What follows belongs to an exercise in optimizing a design on an open flow for a short achievable clock period, few clock cycles per item and low power; a production flow would make more cautious choices. No run shown here included a check of the RTL's function; only the layout flow was run.

## flow/design.v (module list and top-level ports; edited modules follow where they fit)
// module PID_controller: 1650 lines
// module pid_fa: 4 lines
// module pid_ha: 4 lines
module PID_controller #(
    parameter W = 16,
    parameter signed MAX_VAL = 32767,
    parameter signed MIN_VAL = -32768
)(
    input logic clk,
    input logic reset_n,
    input  logic signed [W-1:0] s_axi_tdata,
    input  logic s_axi_tvalid,
    output logic s_axi_tready,
    input  logic signed [W-1:0] Kp, Ki, Kd,
    input  logic signed [W-1:0] setpoint,
    output logic [W-1:0] m_axi_tdata,
    output logic m_axi_tvalid,
    input  logic m_axi_tready
);
  // ...
==> flow/run.sh <==
#!/bin/bash
# synth_recipe.tcl (not shown) runs the flow's synth.tcl, then flattens the netlist and writes it again
# the make line also repeats each setting of config.mk as NAME=value (left out here)
make -C /OpenROAD-flow-scripts/flow DESIGN_CONFIG=/design/flow/config.mk WORK_HOME=/design/flow/orfs CLKGATE_MAP_FILE= SYNTH_SCRIPT=/design/flow/synth_recipe.tcl finish
==> flow/config.mk <==
export PLATFORM = sky130hd
export DESIGN_NAME = PID_controller
export DESIGN_NICKNAME = PID_controller
export VERILOG_FILES = /design/flow/design.v
export SDC_FILE = /design/flow/constraint.sdc
export NUM_CORES = 4
export LEC_CHECK = 0
export CAP_MARGIN = 20
export CORE_MARGIN = 2
export CORE_UTILIZATION = 40
export SETUP_SLACK_MARGIN = 3.7
export SLEW_MARGIN = 20
export SYNTH_HIERARCHICAL = 1
export SYNTH_MINIMUM_KEEP_SIZE = 0
==> flow/constraint.sdc <==
create_clock -name core_clock -period 7.5 [get_ports {clk}]
set_input_delay 1.5000 -clock core_clock [delete_from_list [all_inputs] [get_ports {clk}]]
set_output_delay 1.5000 -clock core_clock [all_outputs]
set_load 0.01 [all_outputs]
==> flow_summary.toml, run 1 <==
[yosys]
synth_top_area_share_pct = 25.9
synth_area_leaders = "edfxtp_1 (26%), fa_1 (24%), xnor2_1 (11%)"
yosys_most_used_dff = "edfxtp_1"
synth-xor-area-share_pct = 12.9
synth_top_family_by_area = "adder cells"

[sta]
final_max_slew_viol_count = 0
fin_crit_sh_pct = 52.0

[route]
wl_met2_um = 46700
highest_layer = "met4"
vias = 24600
drtIter0Drc = 2206
first_pass_iters = 5
drt-met1-wl_um = 42400

[layout]
area_share_clock_buf_inv_pct = 4.76
fin_util_pct = 45.1
final_cells = 4486
drive_gt1_share_pct = 8.01

[placement]
dp.cells = 4353

[grt]
grt-ovfl-total = 0
busiest_layer = "met2"
grt_max_degree = 108

[status]
status = "complete, no violations"

[critical_path]
cp_max_fo = 8
path_buf_inv = 2
crit_end = "acc[24]"

[cts]
cts_max_level = 2

[die]
placementRows = 113
==> run 2: changes to the inputs <==
--- a/flow/design.v
+++ b/flow/design.v
@@ -1619,17 +1619,17 @@
   wire [15:0] out_new = in_range ? s_lo : (s_neg ? 16'h8000 : 16'h7fff);
   wire [33:0] acc_inc = ix + iy;
   wire fire = adv & vC;
   always_ff @(posedge clk or negedge reset_n) begin
     if (!reset_n) acc <= '0;
     else if (fire & not_sat) acc <= acc_inc;
   end
   wire pop = vo & m_axi_tready;
-  wire vs_next = vs ? ~pop : (fire & vo & ~pop);
+  wire vs_next = vo & ~pop & (vs | fire);
   always_ff @(posedge clk or negedge reset_n) begin
     if (!reset_n) begin
       vo <= 1'b0;
       vs <= 1'b0;
       rdy <= 1'b1;
     end else begin
       vs <= vs_next;
       rdy <= ~vs_next;
==> run 2 against run 1 <==
Effect of this change:
- synthesized cell count decreased by 2.4%
- still clean on timing, DRC and antenna
- wire length decreased by 3.0%
- hold slack got worse by 0.017 ns
- global-route usage decreased by 0.57 points
- core utilization decreased by 0.19 points
- first-iteration DRC count decreased by 9.3%
- via count decreased by 2.7%
- critical endpoint is now acc[31]
- highest routed layer unchanged
- sequential cell count unchanged
- sequential share of layout area increased by 0.14 points
- non-clock buffer count increased by 12
==> flow_summary.toml, run 2 <==
[route]
wire_per_inst_um = 21.3
first_pass_iters = 6
via_per_inst = 5.42
antenna_left = 0
drtIter0Drc = 2001
drc = 0
vias = 24000
routed_wl_um = 94300

[cts]
clk_pin_slew_worst_paths_ns = 0.06
cts_max_level = 2
clkSinkCount = 475
hold_buffers = 0
insertion_delay_ns = 0.63
cts_buffers = 56
cts-root-buf = "clkbuf_16"
cts_max_path_buffers = 3
tritoncts = "done"

[grt]
met3_usage_pct = 2.24
grt_usage_pct = 19.5
grt_pass1_vias = 24800
use_met2_pct = 32.1
grt-ovfl-total = 0
antenna_found_initial = 0
busiest_layer = "met2"
grt_max_degree = 190
grt_pass1_wl_um = 148000
grt_util_met1_pct = 27.1

[job]
cap_violations = 0

[yosys]
synth_top_area_share_pct = 25.9
synth-xor-area-share_pct = 12.8
synth_top_cells_by_count = "xnor2_1 (496), fa_1 (462), a22oi_1 (384)"
synth_largest_area_cell = "edfxtp_1"
synthAdderAreaFrac_pct = 31.0
synth-simple-area-share_pct = 3.85
synth_most_common_cell = "xnor2_1"
yosys_warnings = 7
synthMuxAreaShare_pct = 1.66
async_flop_share_pct = 15.6
ys_ff_latch = 475
synth_top_family_by_area = "adder cells"
yosys_most_used_dff = "edfxtp_1"
yosysSeqAreaShare_pct = 34.5
syn_area_per_cell_um2 = 12.2
synth_compound_area_share_pct = 11.9
synth_area_um2 = 38100
synthCells = 3125
synth_edf_count = 329
synth_area_leaders = "edfxtp_1 (26%), fa_1 (24%), xnor2_1 (11%)"
synth_cell_types = 73

[placement]
gp_congestion = 0.916
dp.cells = 4283
dp_hpwl_um = 67800
io_buffers = 101
place_ws_ns = 2.94

[critical_path]
critPathCaptureType = "flop"
crit_chain = "fa_1 > ha_2 > inv_2 > fa_2 > a21oi_2 > o211ai_2 > a21oi_2 > o31ai_2 > a221oi_4 > buf_4 > a211oi_2 > a31oi_4 > buf_6 > nor2_4 > buf_12 > clkbuf_16 > mux2_4"
cp_max_fo = 8
r2r_end = "acc[31]"
r2r-start = "pdx[1]"
r2r_slack_ns = 3.58
cp.required_ns = 8.00
critPathLaunch = "pdx[1]"
cpPeakStageDelay_ns = 0.61
slowest_stage = "fa_1"
r2r_cells = 17
crit_end = "acc[31]"
worstSetupPathType = "reg2reg"
startpoint_type = "flop"
path_delay_family = "compound AO/OA/AOI/OAI gates"
path_buf_inv = 5
path_common_cell = "a21oi_2"
path_depth = 17
cp.arrival_ns = 4.43

[hold_path]
min_path_type = "reg2reg"
holdPathStages = 0

[sta]
finalHoldViolations = 0
fin_crit_sh_pct = 52.3
slew_headroom_pct = 26.3
worstMarginPinSlew_ns = 1.10
finClkSkew_ns = 0.0232
final_max_slew_viol_count = 0
period_needed_ns = 3.92
setup_tns_ns = 0
setup_ws_ns = 3.58
rsz0062_at_grt = "yes"
maxClockFrequency_mhz = 255
setup_viol = 0

[die]
placementRows = 113
top_level_ports = 102
die_height_um = 313
chipWidth_um = 313
fp.coreArea_um2 = 94700
dieArea_um2 = 97800
initial_core_util_pct = 40.3

[layout]
final_cell_mix = "xnor2_1 (495), fa_1 (459), a22oi_1 (384)"
fillCellCount = 8698
nNetsFinal = 3862
top_regs = "acc x34, pdx x34, pdy x34"
area_delta_synth_final_pct = 11.6
layout_commonest_cell = "xnor2_1"
drive_gt1_share_pct = 9.32
final_cells = 4421
num_antenna_cells = 0
fin_util_pct = 44.9

[status]
status = "complete, no violations"
[run 2: cell type report]
| class | instances | area, um^2 | area share, % |
|---|---|---|---|
| repair buffers | 161 | 1580 | 3.72 |
| inverters | 166 | 631 | 1.48 |
| multi-input cells | 2250 | 23700 | 55.8 |
| clock inverters | 28 | 269 | 0.632 |
| flip-flops and latches | 475 | 13200 | 31.1 |
| well taps | 1265 | 1580 | 3.72 |
| clock buffers | 76 | 1540 | 3.61 |
[run 2: per-module statistics from Yosys (local to each module, per instance)]
| module | cells inside | flops+latches |
|---|---|---|
| PID_controller | 2613 | 475 |
| pid_fa | 1 | 0 |
| pid_ha | 1 | 0 |
[run 2: cells by family (layout without fill, tap and decap cells)]
logic type	Yosys count	after routing
adder cells (fa/ha/maj)	668	668
buffers and inverters	427	431
AND/OR/NAND/NOR	295	296
other	1	27
AO/OA/AOI/OAI	644	644
XOR/XNOR	559	559
flip-flops	475	475
multiplexers	56	56
[run 2: metal layers]
metal / vias up / part of all wire [%]
met1: 12300 / 44
met4: 0 / 2.7
met3: 140 / 5.5
met5: - / 0
met2: 753 / 48
li1: 10800 / -
[run 2: what timing repair did]
action / CTS / global route
endpoints found under the hold margin: 0 / 0
buffers inserted: 22 / 8
resized for setup: 36 / 74
gates cloned: 2 / 2
setup endpoints to repair: 89 / 115
pin swaps: 11 / 18
[run 2: worst min-delay path by stage]
stage	from	to
final	dC[0]	pdy[0]
after global routing	dC[0]	pdy[0]
after CTS	dC[0]	pdy[0]
after detailed placement	dC[0]	pdy[0]
after global placement	dC[0]	pdy[0]
after floorplan	dC[0]	pdy[0]
[run 2: through the flow]
step	hold slack, ns	instance area (um^2)
final	0.423	42600
after global routing	0.432	42600
after CTS	0.426	42200
after detailed placement	0.412	40100
after global placement	0.409	40100
after floorplan	0.400	38300

[separate check: timing with driven ports]
The results above use ideal ports. As a check the final layouts listed here were re-extracted and re-timed, cells and wires unchanged. Step 1 assumes that a clkbuf_16 drives the clock port and a buf_2 every other input. Step 2 adds t to the input delays and takes it off the output delays; t is the mean of the earliest and latest rising clock arrival at the registers after step 1. Input paths then give back, and output paths get back, about the clock's delay inside the block. Three values: ideal, step 1, step 2; two values: the first two.
run | shift t [ns] | setup slack, ns | hold slack, ns | worst register clock-pin slew, ns | worst slew at a driven data input, ns
run 1 | 0.690 | 3.599 / 3.599 / 3.335 | 0.439 / 0.439 / 0.439 | 0.06 / 0.06 | 0.06
run 2 | 0.682 | 3.577 / 3.577 / 3.222 | 0.423 / 0.423 / 0.423 | 0.07 / 0.07 | 0.05
After both steps every run listed still meets setup and hold. For run 2, which loses most, drivers alone change the setup slack by 0.000 ns; drivers and shift together by -0.355 ns.
